This design comes from an exercise in tuning for small area and a short achievable clock period on the open sky130 flow, not from production work. In this exercise RTL edits were held to simulation tests only and were not proved equivalent to the original. No activity file was given, so power comes from the tool's default toggle rates.

==> flow/design.v <==
module timer
#(
    parameter ADDR_WIDTH    = 32   ,
    parameter DATA_WIDTH    = 32
)
(
    input                    clk               ,
    input                    rstn              ,
    output logic             slave_rdy         ,
    output logic  [3:0]      timer_int         ,
    input [ADDR_WIDTH-1:0]   raddr             ,
    input                    re                ,
    output logic  [DATA_WIDTH-1:0]   rdata             ,
    input [DATA_WIDTH/8-1:0] rsel              ,
    input [ADDR_WIDTH-1:0]   waddr             ,
    input                    we                ,
    input [DATA_WIDTH-1:0]   wdata             ,
    input [DATA_WIDTH/8-1:0] wsel
);
logic [3:0][31:0] lc;
logic [3:0][31:0] cnt;
logic [3:0]       lcv;
logic [3:0]       cv;
logic [3:0][2:0]  ctrl;
logic [3:0]       en_d;
logic [3:0]       expf;
logic [3:0]       zq;     
logic [3:0]       lcz;    
logic [3:0]       raw;
logic             re_d1;
logic             we_d1;
wire [5:0] widx = waddr[7:2];
wire [5:0] ridx = raddr[7:2];
logic [3:0] wr_lc, wr_ctrl;
assign wr_lc[0]   = we & (widx == 6'd0);
assign wr_ctrl[0] = we & (widx == 6'd2);
assign wr_lc[1]   = we & (widx == 6'd5);
assign wr_ctrl[1] = we & (widx == 6'd7);
assign wr_lc[2]   = we & (widx == 6'd10);
assign wr_ctrl[2] = we & (widx == 6'd12);
assign wr_lc[3]   = we & (widx == 6'd15);
assign wr_ctrl[3] = we & (widx == 6'd17);
logic [3:0] clr;
wire clr_all = re & (ridx == 6'd41);
assign clr[0] = re & (ridx == 6'd3);
assign clr[1] = re & (ridx == 6'd8);
assign clr[2] = re & (ridx == 6'd13);
assign clr[3] = re & (ridx == 6'd18);
logic [3:0] ist;
assign ist[0] = raw[0] & ~ctrl[0][2];
assign ist[1] = raw[1] & ~ctrl[1][2];
assign ist[2] = raw[2] & ~ctrl[2][2];
assign ist[3] = raw[3] & ~ctrl[3][2];
assign timer_int = ist;
wire wz = (wdata == 32'd0);
genvar n;
generate
for (n = 0; n < 4; n = n + 1) begin : tm
  wire en   = ctrl[n][0];
  wire mode = ctrl[n][1];
  wire load = (en & ~en_d[n]) | zq[n];
  wire zq_next = load ? (mode & (~lcv[n] | lcz[n]))
                      : (en & cv[n] & (cnt[n] == 32'd1));
  wire [31:0] c = cnt[n];
  wire [7:0] g;
  for (genvar j = 0; j < 8; j = j + 1) begin : grp
    assign g[j] = ~|c[4*j+3:4*j];
  end
  wire [7:0] gz;
  assign gz[0] = 1'b1;
  assign gz[1] = g[0];
  assign gz[2] = g[0] & g[1];
  assign gz[3] = gz[2] & g[2];
  assign gz[4] = gz[2] & g[2] & g[3];
  assign gz[5] = gz[4] & g[4];
  assign gz[6] = gz[4] & g[4] & g[5];
  assign gz[7] = gz[6] & g[6];
  wire [31:0] z;
  for (genvar j = 0; j < 8; j = j + 1) begin : bor
    assign z[4*j]   = gz[j];
    assign z[4*j+1] = gz[j] & ~c[4*j];
    assign z[4*j+2] = gz[j] & ~c[4*j] & ~c[4*j+1];
    assign z[4*j+3] = gz[j] & ~c[4*j] & ~c[4*j+1] & ~c[4*j+2];
  end
  wire [31:0] b = z & {32{en}};
  wire sel_lc = load & mode & lcv[n];
  wire one    = load & ~mode;
  always @(posedge clk) begin
    if (wr_lc[n]) begin
      lc[n]  <= wdata;
      lcz[n] <= wz;
    end
    cnt[n] <= (lc[n] & {32{sel_lc}}) | {32{one}} | ({32{~load}} & (c ^ b));
    en_d[n] <= en;
    expf[n] <= zq[n];
  end
  always @(posedge clk or negedge rstn) begin
    if (!rstn) zq[n] <= 1'b0;
    else       zq[n] <= zq_next;
  end
  always @(posedge clk or negedge rstn) begin
    if (!rstn) begin
      lcv[n]  <= 1'b0;
      cv[n]   <= 1'b0;
      ctrl[n] <= 3'b0;
      raw[n]  <= 1'b0;
    end else begin
      if (wr_lc[n]) lcv[n] <= 1'b1;
      if (load) cv[n] <= 1'b1;
      if (wr_ctrl[n]) ctrl[n] <= wdata[2:0];
      if (!en) raw[n] <= 1'b0;
      else if (expf[n]) raw[n] <= 1'b1;
      else if (clr[n] | clr_all) raw[n] <= 1'b0;
    end
  end
end
endgenerate
wire [5:0] i = ridx;
wire [3:0] s_lc, s_cnt, s_ctrl, s_is;
assign s_lc[0]   = ~i[4] & ~i[3] & ~i[2] & ~i[1] & ~i[0];    
assign s_cnt[0]  = ~i[4] & ~i[3] & ~i[2] & ~i[1] &  i[0];    
assign s_ctrl[0] = ~i[4] & ~i[3] & ~i[2] &  i[1] & ~i[0];    
assign s_is[0]   = ~i[3] &  i[2] & ~i[1] & ~i[0];            
assign s_lc[1]   = ~i[3] &  i[2] & ~i[1] &  i[0];            
assign s_cnt[1]  = ~i[3] &  i[2] &  i[1] & ~i[0];            
assign s_ctrl[1] = ~i[3] &  i[2] &  i[1] &  i[0];            
assign s_is[1]   = ~i[5] &  i[3] & ~i[2] & ~i[1] &  i[0];    
assign s_lc[2]   = ~i[5] &  i[3] & ~i[2] &  i[1] & ~i[0];    
assign s_cnt[2]  =  i[3] & ~i[2] &  i[1] &  i[0];            
assign s_ctrl[2] =  i[3] &  i[2] & ~i[1] & ~i[0];            
assign s_is[2]   =  i[3] &  i[2] &  i[1] & ~i[0];            
assign s_lc[3]   =  i[3] &  i[2] &  i[1] &  i[0];            
assign s_cnt[3]  =  i[4] & ~i[1] & ~i[0];                    
assign s_ctrl[3] =  i[4] & ~i[1] &  i[0];                    
assign s_is[3]   =  i[4] &  i[1] &  i[0];                    
wire   s_ti      =  i[5] & ~i[1] & ~i[0];                    
wire   s_raw     =  i[5] &  i[1];                            
wire [3:0] g_lc  = s_lc & lcv;
wire [3:0] g_cnt = s_cnt & cv;
wire       ones  = |(s_cnt & ~cv);
logic [31:0] rd_next;
always @(*) begin
  rd_next = {32{ones}};
  for (int k = 0; k < 4; k = k + 1)
    rd_next = rd_next | (lc[k] & {32{g_lc[k]}}) | (cnt[k] & {32{g_cnt[k]}})
            | {29'b0, ctrl[k] & {3{s_ctrl[k]}}} | {31'b0, ist[k] & s_is[k]};
  rd_next[3:0] = rd_next[3:0] | (ist & {4{s_ti}}) | (raw & {4{s_raw}});
end
always @(posedge clk) rdata <= rd_next;
always @(posedge clk or negedge rstn) begin
  if (!rstn) begin
    re_d1 <= 1'b0;
    we_d1 <= 1'b0;
  end else begin
    re_d1 <= re;
    we_d1 <= we;
  end
end
assign slave_rdy = ~((re & ~re_d1) | (we & ~we_d1));
endmodule
Settings: LEC_CHECK=0, ABC_CLOCK_PERIOD_IN_PS=2000, CAP_MARGIN=20, CORE_MARGIN=2, CORE_UTILIZATION=65, CTS_BUF_LIST=sky130_fd_sc_hd__clkbuf_4 sky130_fd_sc_hd__clkbuf_8, CTS_CLUSTER_SIZE=30, SETUP_SLACK_MARGIN=1.7, SLEW_MARGIN=20; clock period 4.0 ns.
standard.sh (not shown) runs the stock make flow with config.mk's settings and CLKGATE_MAP_FILE= SYNTH_SCRIPT=/design/flow/synth_recipe.tcl, a recipe that flattens the netlist after the stock synthesis.
==> flow/flow/run.sh <==
#!/bin/bash
# Standard ORFS layout with two extra settings:
#  - port buffers start as buf_1 (repair_timing upsizes the critical ones)
#  - power recovery after global routing downsizes non-critical gates
bash standard.sh "BUFFER_PORTS_ARGS=-buffer_cell sky130_fd_sc_hd__buf_1" RECOVER_POWER=100 finish > standard.log 2>&1
The first run finished with max-capacitance violations, max-slew violations left.
Change:
==> flow/run.sh (new file) <==
#!/bin/bash
# synth_recipe.tcl (not shown) runs the flow's synth.tcl, then flattens the netlist and writes it again
# the make line also repeats each setting of config.mk as NAME=value (left out here)
make -C /OpenROAD-flow-scripts/flow DESIGN_CONFIG=/design/flow/config.mk WORK_HOME=/design/flow/orfs CLKGATE_MAP_FILE= SYNTH_SCRIPT=/design/flow/synth_recipe.tcl finish
removed: flow/flow/run.sh
removed: flow/standard.sh
Now the flow finished with timing, DRC and antenna clean.
Cell area is higher by 4.3%.
Synthesized cell count stays the same.
Via count is higher by 1.9%.
Die area does not change.
Change:
==> flow/flow/run.sh (new file) <==
#!/bin/bash
# Standard ORFS layout, except that port buffers start as buf_1
# (repair_timing upsizes the critical ones).
bash standard.sh "BUFFER_PORTS_ARGS=-buffer_cell sky130_fd_sc_hd__buf_1" finish > standard.log 2>&1
==> flow/standard.sh (new file) <==
#!/bin/bash
# synth_recipe.tcl (not shown) runs the flow's synth.tcl, then flattens the netlist and writes it again
# the make line also repeats each setting of config.mk as NAME=value (left out here)
make -C /OpenROAD-flow-scripts/flow DESIGN_CONFIG=/design/flow/config.mk WORK_HOME=/design/flow/orfs CLKGATE_MAP_FILE= SYNTH_SCRIPT=/design/flow/synth_recipe.tcl "${@:-finish}"
--- a/flow/config.mk
+++ b/flow/config.mk
@@ -12,2 +12,3 @@
-export CTS_BUF_LIST = sky130_fd_sc_hd__clkbuf_4 sky130_fd_sc_hd__clkbuf_8
-export CTS_CLUSTER_SIZE = 30
+export CTS_BUF_LIST = sky130_fd_sc_hd__clkbuf_16
+export CTS_CLUSTER_DIAMETER = 80
+export CTS_CLUSTER_SIZE = 24
removed: flow/run.sh
Effect: Via count fell by a few percent; clock skew hardly moves; die area stays the same; final area shrinks by a few percent; count of clock-buffer cells in the layout came out lower by 64.
Change:
==> flow/run.sh (new file) <==
#!/bin/bash
# synth_recipe.tcl (not shown) runs the flow's synth.tcl, then flattens the netlist and writes it again
# the make line also repeats each setting of config.mk as NAME=value (left out here)
make -C /OpenROAD-flow-scripts/flow DESIGN_CONFIG=/design/flow/config.mk WORK_HOME=/design/flow/orfs CLKGATE_MAP_FILE= SYNTH_SCRIPT=/design/flow/synth_recipe.tcl finish
--- a/flow/config.mk
+++ b/flow/config.mk
@@ -12,4 +12,3 @@
-export CTS_BUF_LIST = sky130_fd_sc_hd__clkbuf_16
-export CTS_CLUSTER_DIAMETER = 80
-export CTS_CLUSTER_SIZE = 24
-export SETUP_SLACK_MARGIN = 1.7
+export CTS_BUF_LIST = sky130_fd_sc_hd__clkbuf_4 sky130_fd_sc_hd__clkbuf_8
+export CTS_CLUSTER_SIZE = 30
+export SETUP_SLACK_MARGIN = 1.9
removed: flow/flow/run.sh
removed: flow/standard.sh
Via count went up by 11%.
Wire length came out higher by 14%.
Power rises by 20%.
Cell area is higher by 14%.
Synthesized cell count stays the same.
Combinational power went up by 17%.
Clock-buffer cell count is higher by 71.
Utilization grows by 10 points.
Change:
==> flow/flow/run.sh (new file) <==
#!/bin/bash
# Standard ORFS layout, except that port buffers start as buf_1
# (repair_timing upsizes the critical ones).
bash standard.sh "BUFFER_PORTS_ARGS=-buffer_cell sky130_fd_sc_hd__buf_1" finish > standard.log 2>&1
==> flow/standard.sh (new file) <==
#!/bin/bash
# synth_recipe.tcl (not shown) runs the flow's synth.tcl, then flattens the netlist and writes it again
# the make line also repeats each setting of config.mk as NAME=value (left out here)
make -C /OpenROAD-flow-scripts/flow DESIGN_CONFIG=/design/flow/config.mk WORK_HOME=/design/flow/orfs CLKGATE_MAP_FILE= SYNTH_SCRIPT=/design/flow/synth_recipe.tcl "${@:-finish}"
--- a/flow/config.mk
+++ b/flow/config.mk
@@ -14 +14 @@
-export SETUP_SLACK_MARGIN = 1.9
+export SETUP_SLACK_MARGIN = 1.7
removed: flow/run.sh
Effect: Combinational power fell by 14%. Synthesized cell count does not change. Cell count fell by 2.9%. Final area fell by 8.5%. Utilization fell by 7.0 points.

[re-timing with driven ports]
How much do the figures lean on ideal ports? The routed layouts below were timed once more, with nothing changed but the port constraints. Step 1 (the two cells are an assumption about what drives the block):
set clk [get_ports {clk}]
set_driving_cell -lib_cell sky130_fd_sc_hd__clkbuf_16 $clk
set_driving_cell -lib_cell sky130_fd_sc_hd__buf_2 [delete_from_list [all_inputs] $clk]
Step 2 adds t to the input delays and takes it off the output delays; t is the mean of the earliest and latest rising clock arrival at the registers after step 1. Input paths then give back, and output paths get back, about the clock's delay inside the block. a / b / c = ideal / step 1 / step 2; a / b = the first two.
| run | t (ns) | setup WS [ns] | clock arrival spread, ns | worst data-port slew with drivers (ns) |
|---|---|---|---|---|
| the first run | 0.622 | 1.003 / 1.023 / 0.401 | 0.023 / 0.022 | 0.06 |
| the second run | 0.621 | 1.671 / 1.635 / 1.096 | 0.016 / 0.017 | 0.05 |
| the third run | 0.554 | 1.694 / 1.694 / 1.247 | 0.013 / 0.014 | 0.06 |
| the fourth run | 0.625 | 1.846 / 1.829 / 1.260 | 0.022 / 0.022 | 0.04 |
| the fifth run | 0.621 | 1.704 / 1.704 / 1.215 | 0.025 / 0.025 | 0.06 |
The setup slack of the first run, which loses most, moves by +0.020 ns with the drivers and by -0.602 ns with both steps.
